Context: an optimization exercise on an open-source flow, tuned for a short achievable clock period and few clock cycles. The choices shown serve that exercise and are no tape-out recipe. Function was checked by simulation only, so behaviour that the tests miss may differ from the original. Power is estimated from default activity; no workload was simulated.

`design.v`:
```
module pc_module(
    input [31:0] pc_in,
    input freeze,
    input clk,
    input rst,
    output reg [31:0] pc_out
);
always @(posedge clk, posedge rst) begin
    if (rst == 1) begin
        pc_out <= 0;
    end
    else if(freeze == 1) begin
        pc_out <= pc_out;
    end
    else begin
        pc_out <= pc_in;
    end
end
endmodule 
module adder(
    input [31:0] a,
    input [31:0] b,
    input rst,
    output [31:0] result
);
assign result = rst ? 32'b0: a+b;
endmodule  
module multiplexer(
    input [31:0] a,
    input [31:0] b,
    input select,
    output [31:0] out
);
assign out = select ? b : a;
endmodule  
module instruction_fetch(
    input clk,
    input rst,
    input freeze,
    input branch_taken,
    input [31:0] branch_adr,
    output [31:0] pc_out,
    output [31:0] imem_addr,
    input [31:0] imem_data,
    output [31:0] instruction 
);
wire [31:0] pc_wire;
wire [31:0] mux_out;
wire [31:0] pc_out_wire;
pc_module pcm(.pc_in    (mux_out),.freeze   (freeze && !branch_taken),.clk   (clk),.rst  (rst),.pc_out   (pc_wire));
multiplexer mux(.a  (pc_out_wire),.b    (branch_adr),.select    (branch_taken),.out     (mux_out));
adder adder(.a     (pc_wire),.b    (32'd4), .rst     (rst), .result    (pc_out_wire));
assign imem_addr = pc_wire;
assign instruction = rst ? 32'b0 : imem_data;
assign pc_out = rst ? 32'b0 : pc_out_wire;
endmodule
module instruction_fetch_register(
    input clk,
    input rst,
    input freeze,
    input flush,
    input [31:0] pc_in,
    input [31:0] instruction_in,
    output reg [31:0] pc,
    output reg [31:0] instruction
);
always@(posedge clk, posedge rst) begin
    if (rst) begin
        pc <= 32'b0;
        instruction <= 32'b0;			
    end else if (flush) begin
        pc <= 32'b0;
        instruction <= 32'b0;			
    end
    else if(freeze == 1'b0) begin
        pc <= pc_in;
        instruction <= instruction_in;
    end else begin
        pc <= pc;
        instruction <= instruction;
    end
end
endmodule  
module control_unit (
  input [1:0] mode,
  input [3:0] opcode,
  input s,
  output [3:0] execute_command,
  output mem_read, mem_write,
  output wb_enable,
  output b,
  output update_state
);
  assign update_state = s && mode == 2'b00;
  assign b = (opcode[3] == 1'b0 && mode == 2'b10) ? 1'b1 : 1'b0;
  assign wb_enable = ((mode == 2'b00 && (opcode == 4'b1101 || opcode == 4'b1111 || opcode == 4'b0100 || opcode == 4'b0101 || opcode == 4'b0010 || opcode == 4'b0110 || opcode == 4'b0000 || opcode == 4'b1100 || opcode == 4'b0001)) || (opcode == 4'b0100 && s == 1'b1 && mode == 2'b01)) ? 1'b1 : 0;
  assign mem_read = (opcode == 4'b0100 && mode == 2'b01 && s == 1'b1 ) ? 1 : 0;
  assign mem_write = (opcode == 4'b0100 && mode == 2'b01 && s == 1'b0 ) ? 1 : 0;
  assign execute_command = (opcode == 4'b1101 ? 4'b0001 : (opcode == 4'b1111 ? 4'b1001 : (opcode == 4'b0100 ? 4'b0010 :
   (opcode == 4'b0101 ? 4'b0011 : (opcode == 4'b0010 ? 4'b0100 : (opcode == 4'b0110 ?  4'b0101 : (opcode == 4'b0000 ? 4'b0110 : (opcode == 4'b1100 ? 4'b0111 :
   (opcode == 4'b0001 ? 4'b1000 : (opcode == 4'b1010 ? 4'b0100 : (opcode == 4'b1101 ? 4'b0110 : (opcode == 4'b1000 ? 4'b0110 : 4'b0))))))))))));
endmodule
module condition_check (
    input[3:0] condition,
    input[3:0] condState,
    output check
);
    assign check = ((condition == 4'b0000 && condState[2] == 1'b1) || (condition == 4'b0001 && condState[2] == 1'b0) || (condition == 4'b0010 && condState[1] == 1'b1)
    || (condition == 4'b0011 && condState[1] == 1'b0) || (condition == 4'b0100 && condState[3] == 1'b1) || (condition == 4'b0101 && condState[3] == 1'b0) 
    || (condition == 4'b0110 && condState[0] == 1'b1) || (condition == 4'b0111 && condState[0] == 1'b0) || (condition == 4'b1000 && condState[1] == 1'b1 && condState[2] == 1'b0)
    || (condition == 4'b1001 && (condState[1] == 1'b0 || condState[2] == 1'b1)) || (condition == 4'b1010 && condState[3] == condState[0]) || (condition == 4'b1011 && condState[3] != condState[0]) 
    || (condition == 4'b1100 && condState[2] == 1'b0 && condState[3] == condState[0]) || (condition == 4'b1101 && (condState[2] == 1'b1 || condState[3] != condState[0])) || (condition == 4'b1110) || (condition == 4'b1111)) ? 1'b1 : 1'b0;
endmodule
module register_file ( 
  input clk, rst,
  input[3:0] src1, src2, dest_wb, 
  input[31:0] result_wb, 
  input write_back_enable,
  output [31:0] reg1, reg2
);
  reg[31:0] regs[15:0];
  assign reg1 = (write_back_enable && dest_wb == src1) ? result_wb : regs[src1];
  assign reg2 = (write_back_enable && dest_wb == src2) ? result_wb : regs[src2];
  integer i;
	always @(posedge clk, posedge rst) begin
		if (rst) begin
			for (i = 0; i < 16; i = i + 1) begin
				regs[i] <= i;
			end
		end
		else if (write_back_enable) begin 
			regs[dest_wb] <= result_wb;
		end
	end
endmodule
module instrcution_decode(
    input clk,
    input rst,
    input [31:0] instruction,
    input [31:0] result_wb,
    input write_back_enable,
    input [3:0] dest_wb,
    input hazard,
    input [3:0] sr,
    input [31:0] pc_in,
    output wb_en,
    output mem_r_en,
    output mem_w_en,
    output b,
    output s,
    output [3:0] exec_cmd,
    output [31:0] val_rn,
    output [31:0] val_rm,
    output imm,
    output [11:0] shift_operand,
    output [23:0] signed_imm_24,
    output [3:0] dest,
    output [3:0] src1,
    output [3:0] src2,
    output two_src,
    output [31:0] pc_out
);
assign shift_operand = instruction[11:0];
assign imm = instruction[25];
assign signed_imm_24 = instruction[23:0];
assign pc_out = pc_in;
assign dest = instruction[15:12];
wire check;
wire[3:0] exec_cmd_wire;
wire mem_r_en_wire;
wire mem_w_en_wire;
wire wb_en_wire;
wire b_wire;
wire s_wire;
assign two_src = !instruction[25] || mem_w_en_wire;
control_unit cu(
    .mode   (instruction[27:26]),
    .opcode (instruction[24:21]),
    .s  (instruction[20]),
    .execute_command    (exec_cmd_wire),
    .mem_read   (mem_r_en_wire),
    .mem_write  (mem_w_en_wire),
    .wb_enable  (wb_en_wire),
    .b  (b_wire),
    .update_state   (s_wire)
);
condition_check cc(
    .condition  (instruction[31:28]),
    .condState  (sr),
    .check  (check)
);
wire cond_or_hazard;
assign cond_or_hazard = hazard || !check;
assign s = !cond_or_hazard ? s_wire : 0;
assign b = !cond_or_hazard ? b_wire : 0;
assign wb_en = !cond_or_hazard ? wb_en_wire : 0;
assign mem_w_en = !cond_or_hazard ? mem_w_en_wire : 0;
assign mem_r_en = !cond_or_hazard ? mem_r_en_wire : 0;
wire [3:0] src2_wire;
assign exec_cmd = !cond_or_hazard ? exec_cmd_wire : 0;
assign src1 = instruction[19:16];
assign src2 = src2_wire;
assign src2_wire = mem_w_en_wire ? dest : instruction[3:0];
register_file rf(
    .clk   (clk),
    .rst   (rst),
    .src1  (instruction[19:16]),
    .src2  (src2_wire),
    .dest_wb   (dest_wb),
    .result_wb (result_wb),
    .write_back_enable (write_back_enable),
    .reg1  (val_rn),
    .reg2  (val_rm)
);
endmodule  
module instruction_decode_register(
    input clk,
    input rst,
    input flush,
    input wb_en_in,
    input mem_r_en_in,
    input mem_w_en_in,
    input b_in,
    input s_in,
    input [3:0] exe_cmd_in,
    input [31:0] pc_in,
    input [31:0] val_rn_in,
    input [31:0] val_rm_in,
    input imm_in,
    input [11:0] shift_operand_in,
    input [23:0] signed_imm_24_in,
    input [3:0] dest_in,
    input [3:0] sr_in,
    input [3:0] src1_in,
    input [3:0] src2_in,
    output reg wb_en,
    output reg mem_r_en,
    output reg mem_w_en,
    output reg b,
    output reg s,
    output reg [3:0] exe_cmd,
    output reg [31:0] pc,
    output reg [31:0] val_rn,
    output reg [31:0] val_rm,
    output reg imm,
    output reg [11:0] shift_operand,
    output reg [23:0] signed_imm_24,
    output reg [3:0] dest,
    output reg [3:0] sr_out,
    output reg [3:0] src1_out,
    output reg [3:0] src2_out
);
always@(posedge clk, posedge rst) begin
    if (rst) begin
        wb_en <= 0;
        mem_r_en <= 0;
        mem_w_en <= 0;
        b <= 0;
        s <= 0;
        exe_cmd <= 0;
        pc <= 0;
        val_rm <= 0;
        val_rn <= 0;
        imm <= 0;
        shift_operand <= 0;
        signed_imm_24 <= 0;
        dest <= 0;
        src1_out <= 0;
        src2_out <= 0;
        sr_out <= 0;
    end else if (flush) begin
        wb_en <= 0;
        mem_r_en <= 0;
        mem_w_en <= 0;
        b <= 0;
        s <= 0;
        exe_cmd <= 0;
        pc <= 0;
        val_rm <= 0;
        val_rn <= 0;
        imm <= 0;
        shift_operand <= 0;
        signed_imm_24 <= 0;
        dest <= 0;
        src1_out <= 0;
        src2_out <= 0;
        sr_out <= 0;
    end else begin
        wb_en <= wb_en_in;
        mem_r_en <= mem_r_en_in;
        mem_w_en <= mem_w_en_in;
        b <= b_in;
        s <= s_in;
        exe_cmd <= exe_cmd_in;
        pc <= pc_in;
        val_rm <= val_rm_in;
        val_rn <= val_rn_in;
        imm <= imm_in;
        shift_operand <= shift_operand_in;
        signed_imm_24 <= signed_imm_24_in;
        dest <= dest_in;
        src1_out <= src1_in;
        src2_out <= src2_in;
        sr_out <= sr_in;
    end
end
endmodule  
module alu(
    input[3:0] exec_command,
    input[31:0] in1,
    input[31:0] in2,
    input carry_in,
    output[31:0] result,
    output c,
    output n,
    output z,
    output v
);
    wire [32:0] result_extend;
    wire [32:0] in1_extend;
    wire [32:0] in2_extend;
    assign in1_extend = {in1[31],in1};
    assign in2_extend = {in2[31],in2};
    assign result_extend = exec_command == 4'b0001 ? in2_extend : (exec_command == 4'b1001 ? ~in2_extend : (exec_command == 4'b0010 ? (in2_extend + in1_extend) : 
    (exec_command == 4'b0011 ? (in1_extend + in2_extend + carry_in) : (exec_command == 4'b0100 ? (in1_extend - in2_extend) : (exec_command == 4'b0101 ? (in1_extend - in2_extend - 1) : 
    (exec_command == 4'b0110 ? (in1_extend & in2_extend) : (exec_command == 4'b0111 ? (in1_extend | in2_extend) : (exec_command == 4'b1000 ? (in2_extend ^ in1_extend) : 
    (in1_extend))))))))) ;
    assign result = result_extend[31:0];
    assign c = result_extend[32] == 1'b1 && result_extend[31] == 1'b0;
    assign n = result[31];
    assign z = (result == 0);
    assign v = ((exec_command == 4'b0010 || exec_command == 4'b0011) && in1[31] == in2[31] && in1[31] != result[31]) || ((exec_command == 4'b0100 || exec_command == 4'b0101) && in1[31] == ~in2[31] && in1[31] != result[31]);
endmodule  
module val2_gen(
    input[31:0] val_rm,
    input imm,
    input mem_en,
    input [11:0] shift_operand,
    output reg [31:0] result
);
wire [31:0] imm8 = {24'b0, shift_operand[7:0]};
wire [4:0] imm_rot = {shift_operand[11:8], 1'b0};
wire [4:0] sh_amt = shift_operand[11:7];
wire [63:0] imm_dbl = {imm8, imm8} >> imm_rot;
wire [63:0] rm_dbl = {val_rm, val_rm} >> sh_amt;
always @(*) begin
    if(mem_en == 1) begin
       result = {20'b0, shift_operand};
    end
    else if (imm == 1) begin
        result = imm_dbl[31:0];
    end else if(imm == 0 && shift_operand[4] == 0) begin
        case (shift_operand[6:5])
            2'b00: result = val_rm << sh_amt;
            2'b01: result = val_rm >> sh_amt;
            2'b10: result = val_rm >>> sh_amt;
            default: result = rm_dbl[31:0];
        endcase
    end else begin
        result = val_rm;
    end
end
endmodule
module status_register(
    input clk,
    input rst,
    input n,
    input z,
    input c,
    input v,
    input s,
    output [3:0] cond
);
reg[3:0] cond_reg;
always @(posedge clk, posedge rst) begin
    if(rst == 1'b1) begin
        cond_reg <= 4'b0;
    end else if (s == 1'b1) begin
        cond_reg <= {n,z,c,v};
    end
end
assign cond = s == 1'b1 ? {n,z,c,v} : cond_reg;
endmodule
module execution(
    input clk,
    input rst,
    input s,
    input [3:0] exec_cmd,
    input mem_r_en, mem_w_en,
    input [31:0] pc,
    input [31:0] val_rn,val_rm,
    input imm,
    input [11:0] shift_operand,
    input [23:0] signed_imm_24,
    input [3:0] sr,
    output[31:0] alu_result,br_addr,
    output[3:0] status,
    output[31:0] val_rm_out
);
wire[31:0] signed_imm_24_extended;
assign signed_imm_24_extended = {signed_imm_24[23],signed_imm_24[23],signed_imm_24[23],signed_imm_24[23],signed_imm_24[23],signed_imm_24[23],signed_imm_24[23],signed_imm_24[23],signed_imm_24};
assign br_addr = pc + (signed_imm_24_extended << 2);
wire mem_en;
wire c,n,z,v;
assign mem_en = mem_r_en | mem_w_en;
wire [31:0] mux_before_alu_out_wire;
wire[31:0] val2_gen_wire;
val2_gen val2_gen(
    .val_rm (val_rm_out),
    .imm    (imm),
    .mem_en (mem_en),
    .shift_operand  (shift_operand),
    .result (val2_gen_wire)
);
alu alu(
    .exec_command (exec_cmd),
    .in1    (mux_before_alu_out_wire),
    .in2    (val2_gen_wire),
    .carry_in   (sr[1]),
    .result (alu_result),
    .c  (c),
    .n  (n),
    .z  (z),
    .v  (v)
);
status_register sreg(
    .clk   (clk),
    .rst   (rst),
    .n (n),
    .z (z),
    .c (c),
    .v (v),
    .s (s),
    .cond  (status)
);
assign val_rm_out = val_rm;
assign mux_before_alu_out_wire = val_rn;
endmodule 
module execution_register(
    input clk,
    input rst,
    input wb_en_in,
    input mem_r_en_in,
    input mem_w_en_in,
    input [31:0] alu_result_in,
    input [31:0] st_val_in,
    input [3:0] dest_in,
    output reg wb_en,
    output reg mem_r_en,
    output reg mem_w_en,
    output reg [31:0] alu_result,
    output reg [31:0] st_val,
    output reg [3:0] dest
);
always @(posedge clk, posedge rst) begin
    if (rst) begin
        wb_en <= 0;
        mem_r_en <= 0;
        mem_w_en <= 0;
        alu_result <= 0;
        st_val <= 0;
        dest <= 0;
    end else begin
        wb_en <= wb_en_in;
        mem_r_en <= mem_r_en_in;
        mem_w_en <= mem_w_en_in;
        alu_result <= alu_result_in;
        st_val <= st_val_in;
        dest <= dest_in;
    end
end
endmodule  
module memory_register(
    input clk,
    input rst,
    input wb_en_in,
    input mem_r_en_in,
    input [31:0] alu_result_in,
    input [31:0] mem_read_value_in,
    input [3:0] dest_in,
    output reg [31:0] alu_result,
    output reg [31:0] mem_read_value,
    output reg [3:0] dest,
    output reg wb_en,
    output reg mem_r_en
);
always @(posedge clk, posedge rst) begin
    if (rst) begin
        alu_result <= 0;
        mem_read_value <= 0;
        dest <= 0;
        wb_en <= 0;
        mem_r_en <= 0;
    end else begin
        dest <= dest_in;
        mem_read_value <= mem_read_value_in;
        alu_result <= alu_result_in;
        wb_en <= wb_en_in;
        mem_r_en <= mem_r_en_in;
    end
end
endmodule  
module write_back(
    input [31:0] alu_result,
    input [31:0] mem_result,
    input mem_r_en,
    output [31:0] out
);
assign out = mem_r_en ? mem_result : alu_result;
endmodule  
module hazard_detection_unit_old(
    input [3:0] src1,
    input [3:0] src2,
    input [3:0] exe_dest,
    input exe_wb_en,
    input mem_wb_en,
    input two_src,
    input [3:0] mem_dest,
    output reg hazard_detected
);
always @(*) begin
    if(mem_wb_en && src1 == mem_dest) begin
        hazard_detected <= 1;
    end else if(exe_wb_en && src1 == exe_dest) begin
        hazard_detected <= 1;
    end else if(two_src && mem_wb_en && src2 == mem_dest) begin
        hazard_detected <= 1;
    end else if(two_src && exe_wb_en && src2 == exe_dest) begin
        hazard_detected <= 1;
    end else begin
        hazard_detected <= 0;
    end
end
endmodule  
module ARM(
    input clk,
    input rst,
    output [31:0] imem_addr,
    input [31:0] imem_data,
    output [31:0] dmem_addr,
    output [31:0] dmem_wdata,
    output dmem_we,
    input [31:0] dmem_rdata
);
wire hazard;
wire branch_taken;
wire [31:0] branch_adr;
wire [31:0] pc_if_out;
wire [31:0] instruction_if_out;
instruction_fetch inst_fetch(
	.clk	(clk),
	.rst	(rst),
	.freeze	(hazard),
	.branch_taken	(branch_taken),
	.branch_adr	(branch_adr),
	.pc_out	(pc_if_out),
	.imem_addr	(imem_addr),
	.imem_data	(imem_data),
	.instruction	(instruction_if_out)
);
wire [31:0] pc_if_reg_out;
wire [31:0] instruction_if_reg_out;
instruction_fetch_register inst_fetch_reg(
	.clk	(clk),
	.rst	(rst),
	.freeze	(hazard),
	.flush	(branch_taken),
	.pc_in(pc_if_out),
	.instruction_in	(instruction_if_out),
	.pc	(pc_if_reg_out),
	.instruction	(instruction_if_reg_out)
);
wire[31:0] result_wb;
wire write_back_enable;
wire [3:0] dest_wb;
wire [3:0] sr;
wire wb_en_id_out;
wire mem_r_en_id_out;
wire mem_w_en_id_out;
wire b_id_out;
wire s_id_out;
wire [3:0] exec_cmd_id_out;
wire [31:0] val_rn_id_out;
wire [31:0] val_rm_id_out;
wire imm_id_out;
wire [11:0] shift_operand_id_out;
wire [23:0] signed_imm_24_id_out;
wire [3:0] dest_id_out;
wire [3:0] src1_id_out;
wire [3:0] src2_id_out;
wire two_src_id_out;
wire [31:0] pc_id_out;
instrcution_decode inst_decode(
	.clk	(clk),
	.rst	(rst),
	.instruction	(instruction_if_reg_out),
	.result_wb	(result_wb),
	.write_back_enable	(write_back_enable),
	.dest_wb	(dest_wb),
	.hazard	(hazard),
	.sr	(sr),
	.pc_in	(pc_if_reg_out),
	.wb_en	(wb_en_id_out),
	.mem_r_en	(mem_r_en_id_out),
	.mem_w_en	(mem_w_en_id_out),
	.b	(b_id_out),
	.s	(s_id_out),
	.exec_cmd	(exec_cmd_id_out),
	.val_rn	(val_rn_id_out),
	.val_rm	(val_rm_id_out),
	.imm		(imm_id_out),
	.shift_operand	(shift_operand_id_out),
	.signed_imm_24	(signed_imm_24_id_out),
	.dest	(dest_id_out),
	.src1	(src1_id_out),
	.src2	(src2_id_out),
	.two_src	(two_src_id_out),
	.pc_out	(pc_id_out)
);
wire wb_en_id_reg_out;
wire mem_r_en_id_reg_out;
wire mem_w_en_id_reg_out;
wire b_id_reg_out;
wire s_id_reg_out;
wire [3:0] exe_cmd_id_reg_out;
wire [31:0] pc_id_reg_out;
wire [31:0] val_rn_id_reg_out;
wire [31:0] val_rm_id_reg_out;
wire imm_id_reg_out;
wire [11:0] shift_operand_id_reg_out;
wire [23:0] signed_imm_24_id_reg_out;
wire [3:0] dest_id_reg_out;
wire [3:0] sr_id_reg_out;
wire [3:0] src1_id_reg_out;
wire [3:0] src2_id_reg_out;
instruction_decode_register inst_decode_reg(
	.clk	(clk),
	.rst	(rst),
	.flush	(branch_taken),
	.wb_en_in	(wb_en_id_out),
	.mem_r_en_in	(mem_r_en_id_out),
	.mem_w_en_in	(mem_w_en_id_out),
	.b_in	(b_id_out),
	.s_in	(s_id_out),
	.exe_cmd_in	(exec_cmd_id_out),
	.pc_in	(pc_id_out),
	.val_rn_in	(val_rn_id_out),
	.val_rm_in	(val_rm_id_out),
	.imm_in	(imm_id_out),
	.shift_operand_in	(shift_operand_id_out),
	.signed_imm_24_in	(signed_imm_24_id_out),
	.dest_in	(dest_id_out),
	.sr_in	(sr),
	.src1_in	(src1_id_out),
	.src2_in	(src2_id_out),
	.wb_en	(wb_en_id_reg_out),
	.mem_r_en	(mem_r_en_id_reg_out),
	.mem_w_en	(mem_w_en_id_reg_out),
	.b (branch_taken),
	.s (s_id_reg_out),
	.exe_cmd	(exe_cmd_id_reg_out),
	.pc	(pc_id_reg_out),
	.val_rn	(val_rn_id_reg_out),
	.val_rm	(val_rm_id_reg_out),
	.imm	(imm_id_reg_out),
	.shift_operand	(shift_operand_id_reg_out),
	.signed_imm_24	(signed_imm_24_id_reg_out),
	.dest	(dest_id_reg_out),
	.sr_out	(sr_id_reg_out),
	.src1_out	(src1_id_reg_out),
	.src2_out	(src2_id_reg_out)
);
wire [31:0] alu_result_exe_reg_out;
wire [31:0] alu_result_exe_out;
wire [31:0] val_rm_exe_out;
execution exe(
	.clk	(clk),
	.rst 	(rst),
	.s	(s_id_reg_out),
	.exec_cmd	(exe_cmd_id_reg_out),
	.mem_r_en	(mem_r_en_id_reg_out),
	.mem_w_en	(mem_w_en_id_reg_out),
	.pc	(pc_id_reg_out),
	.val_rn	(val_rn_id_reg_out),
	.val_rm	(val_rm_id_reg_out),
	.imm	(imm_id_reg_out),
	.shift_operand	(shift_operand_id_reg_out),
	.signed_imm_24	(signed_imm_24_id_reg_out),
	.sr	(sr_id_reg_out),
	.alu_result	(alu_result_exe_out),
	.br_addr	(branch_adr),
	.status	(sr),
	.val_rm_out	(val_rm_exe_out)
);
wire wb_en_exe_reg_out;
wire mem_r_en_exe_reg_out;
wire mem_w_en_exe_reg_out;
wire [3:0] dest_exe_reg_out;
wire [31:0] val_rm_exe_reg_out;
execution_register exe_reg(
	.clk	(clk),
	.rst	(rst),
	.wb_en_in	(wb_en_id_reg_out),
	.mem_r_en_in	(mem_r_en_id_reg_out),
	.mem_w_en_in	(mem_w_en_id_reg_out),
	.alu_result_in	(alu_result_exe_out),
	.st_val_in	(val_rm_exe_out),
	.dest_in	(dest_id_reg_out),
	.wb_en	(wb_en_exe_reg_out),
	.mem_r_en	(mem_r_en_exe_reg_out),
	.mem_w_en	(mem_w_en_exe_reg_out),
	.alu_result	(alu_result_exe_reg_out),
	.st_val	(val_rm_exe_reg_out),
	.dest	(dest_exe_reg_out)
);
wire [31:0] mem_result_out;
assign dmem_addr = alu_result_exe_reg_out;
assign dmem_wdata = val_rm_exe_reg_out;
assign dmem_we = mem_w_en_exe_reg_out;
assign mem_result_out = mem_r_en_exe_reg_out ? dmem_rdata : 32'b0;
wire [31:0] alu_result_mem_reg_out;
wire [31:0] mem_read_val_mem_reg_out;
wire mem_r_en_mem_reg_out;
memory_register mem_reg(
	.clk	(clk),
	.rst	(rst),
	.wb_en_in	(wb_en_exe_reg_out),
	.mem_r_en_in	(mem_r_en_exe_reg_out),
	.alu_result_in	(alu_result_exe_reg_out),
	.mem_read_value_in	(mem_result_out),
	.dest_in	(dest_exe_reg_out),
	.alu_result	(alu_result_mem_reg_out),
	.mem_read_value	(mem_read_val_mem_reg_out),
	.dest	(dest_wb),
	.wb_en	(write_back_enable),
	.mem_r_en	(mem_r_en_mem_reg_out)
);
write_back wb(
	.alu_result	(alu_result_mem_reg_out),
	.mem_result	(mem_read_val_mem_reg_out),
	.mem_r_en	(mem_r_en_mem_reg_out),
	.out	(result_wb)
);
hazard_detection_unit_old hdu(
	.src1	(src1_id_out),
	.src2	(src2_id_out),
	.exe_dest	(dest_id_reg_out),
	.exe_wb_en	(wb_en_id_reg_out),
	.mem_wb_en	(wb_en_exe_reg_out),
	.two_src	(two_src_id_out),
	.mem_dest	(dest_exe_reg_out),
	.hazard_detected	(hazard)
);
endmodule  
```
`run.sh`:
```
#!/bin/bash
# synth_recipe.tcl (not shown) runs the flow's synth.tcl, then flattens the netlist and writes it again
# the make line also repeats each setting of config.mk as NAME=value (left out here)
make -C /OpenROAD-flow-scripts/flow DESIGN_CONFIG=/design/flow/config.mk WORK_HOME=/design/flow/orfs CLKGATE_MAP_FILE= SYNTH_SCRIPT=/design/flow/synth_recipe.tcl finish
```
`config.mk`:
```
export PLATFORM = sky130hd
export DESIGN_NAME = ARM
export DESIGN_NICKNAME = ARM
export VERILOG_FILES = /design/flow/design.v
export SDC_FILE = /design/flow/constraint.sdc
export NUM_CORES = 4
export LEC_CHECK = 0
export CAP_MARGIN = 20
export CORE_MARGIN = 2
export CORE_UTILIZATION = 40
export SLEW_MARGIN = 20
```
`constraint.sdc`:
```
create_clock -name core_clock -period 11.0 [get_ports {clk}]
set_input_delay 2.2000 -clock core_clock [delete_from_list [all_inputs] [get_ports {clk}]]
set_output_delay 2.2000 -clock core_clock [all_outputs]
set_load 0.01 [all_outputs]
```
==> run notes <==
-- layout by cell type, fill, tap and decap left out, types with 107 or more instances in the layout --
cell,n
sky130_fd_sc_hd__nor2_1,670
sky130_fd_sc_hd__a22o_1,107
sky130_fd_sc_hd__o21ai_0,387
sky130_fd_sc_hd__nand2_1,494
sky130_fd_sc_hd__nand3_1,181
sky130_fd_sc_hd__clkdlybuf4s50_1,162
sky130_fd_sc_hd__a21oi_1,630
sky130_fd_sc_hd__buf_4,202
sky130_fd_sc_hd__ha_1,129
sky130_fd_sc_hd__inv_1,144
sky130_fd_sc_hd__dfrtp_1,844
sky130_fd_sc_hd__a22oi_1,341
-- metrics by stage --
step / power [mW] / setup slack [ns] / instance area [µm²]
finish: 25.8 / 0.873 / 62600
CTS: 25.2 / 1.06 / 62600
floorplan: 15.2 / -6.63 / 55000
global placement: 21.5 / 1.18 / 59000
global route: 26.9 / 0.148 / 62600
detailed placement: 21.5 / 1.13 / 59000
-- path summary, 6_finish.rpt --
path / from / cells past startpoint / slack, ns / to
setup / recovery: inst_decode_reg.shift_operand[7]$_DFF_PP0_ / 25 / 0.87 / inst_decode_reg.mem_r_en$_DFF_PP0_
hold / removal: exe_reg.alu_result[28]$_DFF_PP0_ / 0 / 0.38 / mem_reg.alu_result[28]$_DFF_PP0_
setup reg to reg: inst_decode_reg.shift_operand[7]$_DFF_PP0_ / 25 / 0.87 / inst_decode_reg.mem_r_en$_DFF_PP0_
hold reg to reg: exe_reg.alu_result[28]$_DFF_PP0_ / 0 / 0.38 / mem_reg.alu_result[28]$_DFF_PP0_
max in group asynchronous: rst / 4 / 5.99 / inst_decode.rf.regs[7][13]$_DFFE_PP0P_
min in group asynchronous: rst / 2 / 2.75 / exe_reg.alu_result[4]$_DFF_PP0_
-- per-layer routing --
metal / vias to the layer above / GRT usage (%)
met5: - / 0
met4: 18 / 21.2
met3: 984 / 9.28
met2: 3699 / 54.8
met1: 26600 / 49.4
li1: 23100 / -
-- final cells by class --
type / count / area share (%)
timing repair buffer: 371 / 5.22
tap: 1794 / 3.59
antenna: 4 / 0.0160
sequential: 884 / 35.4
clock buffer: 128 / 4.35
multi-input combinational: 4736 / 49.2
clock inverter: 55 / 1.29
inverter: 151 / 0.912
-- power breakdown --
part	total, mW	switching, mW	leakage [nW]	internal [mW]
Combinational	16.1	10.9	12.8	5.26
Clock	3.63	1.53	1.70	2.10
Sequential	6.00	1.54	11.6	4.46
Total	25.8	13.9	26.1	11.8
-- cell families (layout without fill, tap and decap cells) --
| family | Yosys count | count (layout) | synth area share, % |
|---|---|---|---|
| AO/OA/AOI/OAI | 2149 | 2149 | 25.6 |
| XOR/XNOR | 160 | 160 | 2.56 |
| adder cells (fa/ha/maj) | 132 | 132 | 3.04 |
| buffers and inverters | 655 | 705 | 4.63 |
| flip-flops | 884 | 884 | 40.3 |
| multiplexers | 277 | 277 | 6.51 |
| other | 0 | 4 | 0 |
| AND/OR/NAND/NOR | 2018 | 2018 | 17.4 |
==> impl.org <==
** Die
- The floorplan has 136 rows.
- The die covers 0.141 mm².
- Once the floorplan was initialized, standard cells occupied 40.2% of the core.
- 163 I/O pins were placed.
- Vert. Die Dim :: 375 µm
- The floorplan step defined a core boundary enclosing approximately 0.14 mm².
- X dimension of the die :: 375 µm

** Synthesis
- Number of register bits inferred by synthesis :: 884
- Number of instances in the synthesized netlist :: 6275
- Mapped Nets :: approximately 6500
- In this run, distinct cell masters in the synthesized netlist total 114.
- Number of enable flip-flop cells after synthesis :: 0
- Async set or reset register ratio after synthesis :: 100%
- After synthesis the cells add up to 0.0550 mm².
- In the post-synthesis netlist, the cell with the most instances is sky130_fd_sc_hd__dfrtp_1.
- In the synthesized netlist the dominant register cell turns out to be sky130_fd_sc_hd__dfrtp_1.
- YS warnings :: 10
- The synthesized design spends more area on one cell type than any other, namely sky130_fd_sc_hd__dfrtp_1.
- Part of the Yosys area used for sequential elements :: 40.3%
- In this run the biggest area consumer among cell types represents 38.8% of the synthesized area.
- A synthesized cell averages 8.77 µm².
- Ranked by instance count, the synthesized netlist is headed by sky130_fd_sc_hd__dfrtp_1, sky130_fd_sc_hd__nor2_1, sky130_fd_sc_hd__a21oi_1.
- Yosys attributes the largest share of cell area to sky130_fd_sc_hd__dfrtp_1, sky130_fd_sc_hd__a21oi_1, sky130_fd_sc_hd__nor2_1.

** Final layout
- Leaving out filler cells and counting taps, the final layout contains 8123.
- Cells fill 45.7% of the core in the end.
- Area added between synthesis and finish :: 13.8%
- Multi-input logic area :: between 0.03 and 0.04 mm²
- Across the whole layout, storage elements account for 0.0222 mm².
- Number of nets in the final layout :: 6439
- The register with the most flip-flops in the layout has 512 of them.
- Fraction of final layout cells sized beyond drive strength 1 :: 11.6%
- The filler cells instantiated in the layout total 13300.
- The register with the most flip-flops in the final layout is inst_decode.rf.regs.

** Worst setup path
- Critical Path Fanout Max :: 46
- The worst setup path is launched from a flop.
- In this design, the stage delay of the slowest critical-path cell is 0.94 ns.
- Data arrival, critical path :: 10.73 ns
- The worst setup path is captured at a flop.
- On the critical path, the stage with the largest delay is an instance of sky130_fd_sc_hd__nor4_2.
- Worst Path Buf+Inv :: 3
- Required arrival time at the worst endpoint :: around 12 ns
- Path type of the worst setup path :: flop to flop
- Grouping stages by cell kind, the critical path spends the most delay in compound AO/OA/AOI/OAI gates.

** Clock tree
- The number of setup buffers added after CTS is 0.
- The clock reaches the later pin of the worst-skew pair after 0.76 ns.
- Resized Gates After CTS :: 0
- Deepest level of the CTS H-tree :: 3
- Clock Sink Count :: 884
- Clock root buffer master :: sky130_fd_sc_hd__clkbuf_16
- Clock buffer depth :: 3
- TritonCTS created 97 clock buffers.
- TritonCTS clock tree :: built
- For this design, the CTS-stage hold fixing added 0 buffers.
- Clock slew at the register clock pins of the worst setup and hold paths :: approximately 0.070 ns

** Placed design
- Weighted congestion reported at the end of routability-driven placement :: 1.06
- HPWL Detailed :: 177000 µm
- Port bufs :: 162
- Placed Cells :: 7936

** Drt
- Met3 wire length :: 30100 µm
- Overall via count from detail_route :: 54400
- After detailed routing, the wire length on met1 is 105000 µm.
- Dividing the detail-routed wire length by the instance count gives 32.8 µm.
- Top layer used by detailed routing :: met5
- Number of vias per cell :: roughly 6.7
- Wires add up to ~270000 µm.
- Count of antenna-violating nets left after detailed routing :: 0
- Amount of wire on met2 after detailed routing :: 114000 µm
- After the first detailed-routing iteration, the DRC count stood at 7630.
- Number of iterations in the first detailed-routing pass :: 8
- Remaining design rule violation count :: 0

** Timing
- Between clock sinks in the finished design, the worst skew comes to ~0.088 ns.
- At the pin with the least slew margin, the transition time is about 1.2 ns.
- Setup repair after global routing left no endpoint under its margin.
- Tightest hold margin :: ~0.38 ns
- After layout, the worst path uses 92.1% of the clock period.
- The final count of hold timing violations was 0.
- The final count of pins violating max slew is 0.
- Maximum operating frequency :: about 0.099 GHz
- Total negative slack for setup checks :: 0 ns
- Normalized max-slew margin :: 18.2%
- Total of endpoints with negative setup slack in the final report :: 0
- Counting I/O delays and the setup requirement, the final critical path takes approximately 10 ns.

** GRT
- The via count of the first global-routing pass was 52600.
- First-pass GRT wire length :: between 300000 and 400000 µm
- Antenna violations before repair :: 22
- Largest net degree at the start of global routing :: 160
- For this run, the total global-route usage over all layers was measured as between 30% and 40%.
- Remaining global-route overflow :: 0

** Flow run
- Max-cap violations :: 0

** Power and ir drop
- The analysis attributes to cell leakage a power of 26.1 nW.
- Power density relative to cell area :: 412 mW/mm²
- Peak supply drop :: 0.000228 V

** Hold path
- The worst hold path belongs to the class flop to flop.

** Status
- The run finished with no timing, DRC or antenna violations.
Testbench counts, summed over its fixed seeds: cycles 105,820.

what the ideal ports hide:
The flow's constraints put no driver on any port. The routed layout listed below was extracted and timed again, unchanged, in two steps.
Step 1, drivers: a clkbuf_16 drives clk and a buf_2 each remaining input, both assumed.
Step 2 also shifts input and output timing later by t, the mid clock arrival at the registers, as if the neighbouring blocks saw the same clock.
Three values: no drivers, after step 1, after step 2; two values: the first two.
shift t [ns]: 0.802
setup WS [ns]: 0.873 / 0.873 / 0.873
hold slack, ns: 0.376 / 0.376 / 0.376
After both steps setup and hold are still met in this run. For this run, drivers alone change the setup slack by 0.000 ns; drivers and shift together by 0.000 ns.
